Background: an optimization exercise with open tools, aiming at small area. Do not read the settings as production practice. At most, simulation tests tie the RTL to the original design; equivalence was not proved. The clock port is modelled as an ideal driver, which makes a skipped or thinned clock tree look cheaper than it is; a real chip needs a root buffer or a tree. Power figures rest on the tool's default switching activity, not on a simulated workload.

==> flow/design.v <==
`timescale 1ns / 1ps
module FIFO #(
	parameter WIDTH = 8,
	parameter DEPTH = 8
	)(
	input clk,
	input rst_n,
	input [WIDTH - 1:0] writeData,
	input writeEn,
	output logic [WIDTH - 1:0] readData,
	input readEn,
	output full,
	output empty
	);
	logic [3:0] count;
	logic isFull;
	logic [DEPTH - 1:0][WIDTH - 1:0] mem;
	logic [7:0] at;  
	assign at[0] = ~count[3] & ~count[0];
	assign at[1] = ~count[1] & count[0];
	assign at[2] = ~count[2] & count[1];
	assign at[3] = ~count[3] & count[2];
	assign at[4] = count[3] & count[0];
	assign at[5] = count[1] & ~count[0];
	assign at[6] = count[2] & ~count[1];
	assign at[7] = count[3] & ~count[2];
	assign full = isFull;
	assign empty = at[0] & ~isFull;
	always @* begin
		readData = 0;
		for (int j = 0; j < DEPTH; j = j + 1)
			readData = readData | (mem[j] & {WIDTH{at[j]}});
	end
	always @(posedge clk) begin
		if (writeEn)
			mem <= {mem[DEPTH - 2:0], writeData};
		if (~rst_n) begin
			count <= 0;
			isFull <= 1'b0;
		end else if (writeEn & ~readEn) begin
			count <= {count[2:0], ~count[3]};
			isFull <= at[7];
		end else if (readEn & ~writeEn) begin
			count <= {~count[0], count[3:1]};
			isFull <= 1'b0;
		end
	end
endmodule
`timescale 1ns / 1ps
module SPIwithFIFO #(
	parameter WIDTH = 8,
	parameter TxFIFODepth = 8,
	parameter RxFIFODepth = 8
	)(
	input clk,
	input rst_n,
    input CS_n,
    input SCLK,
    input MOSI,
    output MISO,
	output [WIDTH - 1:0] RXdata,
	input readEn,
	output RXFIFOempty,
	output RXFIFOfull,
	output TXFIFOempty,
	output TXFIFOfull,
	input [WIDTH - 1:0] TXdata,
	input writeEn
    );
	localparam RXAW = $clog2(RxFIFODepth);
	logic CS_nHist;  
	logic prevSCLK;
	logic CS_nFallingEdge;
	logic sclkRise, sclkFall;
	assign CS_nFallingEdge = CS_nHist & ~CS_n;
	assign sclkRise = ~prevSCLK & SCLK;
	assign sclkFall = prevSCLK & ~SCLK;
	always @(posedge clk) begin
		CS_nHist <= CS_n;
		prevSCLK <= SCLK;
	end
	logic [WIDTH - 1:0] shiftIn;
	logic [2:0] rxBitCount;
	logic rxByteDone;    
	logic writeRXFIFO;   
	always @(posedge clk) begin
		if (sclkRise)
			shiftIn <= {shiftIn[WIDTH - 2:0], MOSI};
		if (~rst_n) begin
			rxBitCount <= 3'b000;
			rxByteDone <= 1'b0;
			writeRXFIFO <= 1'b0;
		end else begin
			writeRXFIFO <= rxByteDone;
			rxByteDone <= sclkRise && rxBitCount == 3'b100;  
			if (CS_nFallingEdge)
				rxBitCount <= 3'b000;
			else if (sclkRise)
				rxBitCount <= {rxBitCount[1:0], ~(rxBitCount[2] ^ (rxBitCount[1] & ~rxBitCount[0]))};
		end
	end
	logic [RxFIFODepth - 1:0][WIDTH - 1:0] rxMem;
	logic [3:0] rxCount;
	logic rxShift;
	logic [WIDTH - 1:0] rxMux;
	always @* begin
		rxMux = 0;
		for (int j = 0; j < RxFIFODepth; j = j + 1)
			rxMux = rxMux | (rxMem[j] & {WIDTH{rxCount == j || (j == RxFIFODepth - 1 && rxCount[3])}});
	end
	assign RXdata = rxMux;
	assign RXFIFOempty = rxCount == 0;
	assign RXFIFOfull = rxCount[3];
	assign rxShift = writeRXFIFO ? (rxCount != 7 | readEn) : (rxCount[3] & readEn);
	always @(posedge clk) begin
		if (~rst_n)
			rxMem[0] <= 0;  
		else if (rxShift)
			rxMem <= {rxMem[RxFIFODepth - 2:0], shiftIn};
		if (~rst_n)
			rxCount <= 0;
		else if (writeRXFIFO & ~readEn)
			rxCount <= rxCount + 1'b1;
		else if (readEn & ~writeRXFIFO)
			rxCount <= rxCount - 1'b1;
	end
	logic [WIDTH - 1:0] shiftOut;
	logic [3:0] txBitCount;
	logic [3:0] txBitCountDec;
	logic readTXFIFO;   
	logic loadTX;       
	logic [WIDTH - 1:0] TXFIFOdata;
	assign MISO = shiftOut[WIDTH - 1];
	assign txBitCountDec = {txBitCount[2:0],
		txBitCount[2] ? (txBitCount[3] ^ (txBitCount[1] & txBitCount[0])) : ~txBitCount[3]};
	FIFO #(.WIDTH(WIDTH), .DEPTH(TxFIFODepth)) TXFIFO (
		.clk(clk),
		.rst_n(rst_n),
		.writeData(TXdata),
		.writeEn(writeEn),
		.readData(TXFIFOdata),
		.readEn(readTXFIFO),
		.full(TXFIFOfull),
		.empty(TXFIFOempty)
	);
	logic shiftOutEn;
	logic [WIDTH - 1:0] shiftOutNext;
	assign shiftOutEn = ~rst_n | sclkFall | loadTX;
	assign shiftOutNext = ~rst_n ? {WIDTH{1'b0}} : sclkFall ? {shiftOut[WIDTH - 2:0], 1'b0} : TXFIFOdata;
	logic startTX;
	assign startTX = ~readTXFIFO & ~loadTX && txBitCount == 4'b0000 && ~TXFIFOempty && ~CS_nFallingEdge;
	always @(posedge clk) begin
		if (shiftOutEn)
			shiftOut <= shiftOutNext;
		if (~rst_n) begin
			txBitCount <= 4'b0110;
			readTXFIFO <= 1'b0;
			loadTX <= 1'b0;
		end else begin
			readTXFIFO <= startTX;
			loadTX <= readTXFIFO;
			if (sclkFall)
				txBitCount <= txBitCountDec;
			else if (startTX | CS_nFallingEdge)
				txBitCount <= 4'b0110;
		end
	end
endmodule
Settings: LEC_CHECK=0, CAP_MARGIN=20, CORE_MARGIN=2, CORE_UTILIZATION=70, CTS_BUF_LIST=sky130_fd_sc_hd__clkbuf_8, SLEW_MARGIN=20; clock period 5.0 ns.
standard.sh (not shown) runs the stock make flow with config.mk's settings and CLKGATE_MAP_FILE= SYNTH_SCRIPT=/design/flow/synth_recipe.tcl, a recipe that flattens the netlist after the stock synthesis.
==> flow/flow/run.sh <==
#!/bin/bash
# The standard layout (standard.sh), except that:
# - the combinational logic is remapped for area after floorplan
#   (flow/restructure.tcl, OpenROAD's restructure; its ABC log goes to
#   rmp_work/abc.log);
# - the input and output ports get the smallest buffer cell;
# - clock tree synthesis adds no dummy loads (cells that only balance the
#   load of the clock tree's leaf nets);
# - after clock tree synthesis, pairs of nearby leaf buffers with few sinks
#   are merged into one (flow/merge_clock_leaves.tcl).
# Each ORFS step writes its own log under orfs/logs; standard.log holds the
# make output.
export RMP_WORK_DIR=$PWD/rmp_work
export POST_FLOORPLAN_TCL=$PWD/flow/restructure.tcl
export POST_CTS_TCL=$PWD/flow/merge_clock_leaves.tcl
export BUFFER_PORTS_ARGS="-buffer_cell sky130_fd_sc_hd__buf_1"
export CTS_ARGS="-sink_clustering_enable -repair_clock_nets -buf_list sky130_fd_sc_hd__clkbuf_8 -dont_use_dummy_load"
bash standard.sh > standard.log 2>&1
Other scripts of this flow, unchanged in this note and not shown: flow/flow/merge_clock_leaves.tcl, flow/flow/restructure.tcl
The baseline ran to the end with no violations.
Then changed:
--- a/flow/design.v
+++ b/flow/design.v
@@ -99,32 +99,52 @@
 				rxBitCount <= {rxBitCount[1:0], ~(rxBitCount[2] ^ (rxBitCount[1] & ~rxBitCount[0]))};
 		end
 	end
 	logic [RxFIFODepth - 1:0][WIDTH - 1:0] rxMem;
 	logic [3:0] rxCount;
+	logic [3:0] rxCountUp, rxCountDown;
+	logic [7:0] rxAt;  
+	assign rxCountUp = {rxCount[2:0], ~rxCount[3]};
+	assign rxCountDown = {~rxCount[0], rxCount[3:1]};
+	assign rxAt[0] = ~rxCount[3] & ~rxCount[0];
+	assign rxAt[1] = ~rxCount[1] & rxCount[0];
+	assign rxAt[2] = ~rxCount[2] & rxCount[1];
+	assign rxAt[3] = ~rxCount[3] & rxCount[2];
+	assign rxAt[4] = rxCount[3] & rxCount[0];
+	assign rxAt[5] = rxCount[1] & ~rxCount[0];
+	assign rxAt[6] = rxCount[2] & ~rxCount[1];
+	assign rxAt[7] = rxCount[3] & ~rxCount[2];
+	logic rxPending;
 	logic rxShift;
 	logic [WIDTH - 1:0] rxMux;
 	always @* begin
 		rxMux = 0;
 		for (int j = 0; j < RxFIFODepth; j = j + 1)
-			rxMux = rxMux | (rxMem[j] & {WIDTH{rxCount == j || (j == RxFIFODepth - 1 && rxCount[3])}});
+			rxMux = rxMux | (rxMem[j] & {WIDTH{rxAt[j]}});
 	end
 	assign RXdata = rxMux;
-	assign RXFIFOempty = rxCount == 0;
-	assign RXFIFOfull = rxCount[3];
-	assign rxShift = writeRXFIFO ? (rxCount != 7 | readEn) : (rxCount[3] & readEn);
+	assign RXFIFOempty = rxAt[0];
+	assign RXFIFOfull = rxPending;
+	assign rxShift = writeRXFIFO ? (~rxAt[7] | readEn) : (rxPending & readEn);
 	always @(posedge clk) begin
 		if (~rst_n)
 			rxMem[0] <= 0;  
 		else if (rxShift)
 			rxMem <= {rxMem[RxFIFODepth - 2:0], shiftIn};
-		if (~rst_n)
+		if (~rst_n) begin
 			rxCount <= 0;
-		else if (writeRXFIFO & ~readEn)
-			rxCount <= rxCount + 1'b1;
-		else if (readEn & ~writeRXFIFO)
-			rxCount <= rxCount - 1'b1;
+			rxPending <= 1'b0;
+		end else begin
+			if (rxShift & ~readEn)
+				rxCount <= rxCountUp;
+			else if (readEn & ~rxShift)
+				rxCount <= rxCountDown;
+			if (rxPending)
+				rxPending <= ~readEn;
+			else
+				rxPending <= writeRXFIFO & rxAt[7] & ~readEn;
+		end
 	end
 	logic [WIDTH - 1:0] shiftOut;
 	logic [3:0] txBitCount;
 	logic [3:0] txBitCountDec;
 	logic readTXFIFO;   
After rerunning: The new run produced a clean layout; power goes down by 3.8%; setup slack gains 0.11 ns; area after synthesis goes down by 1.6%; wire length goes down by 3.3%; synthesized cell count goes down by 8.7%; register-to-register slack loses 0.20 ns; combinational power goes down by 32%; via count goes down by 3.1%; hold slack gains 0.0038 ns; die area goes down by 1.6%.
For the first run of this note, only the layout was checked, not whether the RTL still works.

## separate check: timing with driven ports
The flow's constraints put no driver on any port. The routed layouts listed below were extracted and timed again, unchanged, in two steps. Step 1 (the two cells are an assumption about what drives the block):
set clk [get_ports {clk}]
set_driving_cell -lib_cell sky130_fd_sc_hd__clkbuf_16 $clk
set_driving_cell -lib_cell sky130_fd_sc_hd__buf_2 [delete_from_list [all_inputs] $clk]
Step 2 times the ports against the registers' clock, not the clock port: input delays grow and output delays shrink by t, the midpoint of the rising clock arrivals with the driver on. Three values: ideal ports, drivers, drivers and shift; two values: the first two.
run	t (ns)	slack for setup (ns)	worst setup path at the end	worst slew at a driven data input, ns
the first run	0.420	1.239 / 1.206 / 1.528	input to register	0.04
the second run	0.429	1.347 / 1.315 / 1.580	register to register	0.03
After both steps every run listed still meets setup and hold.
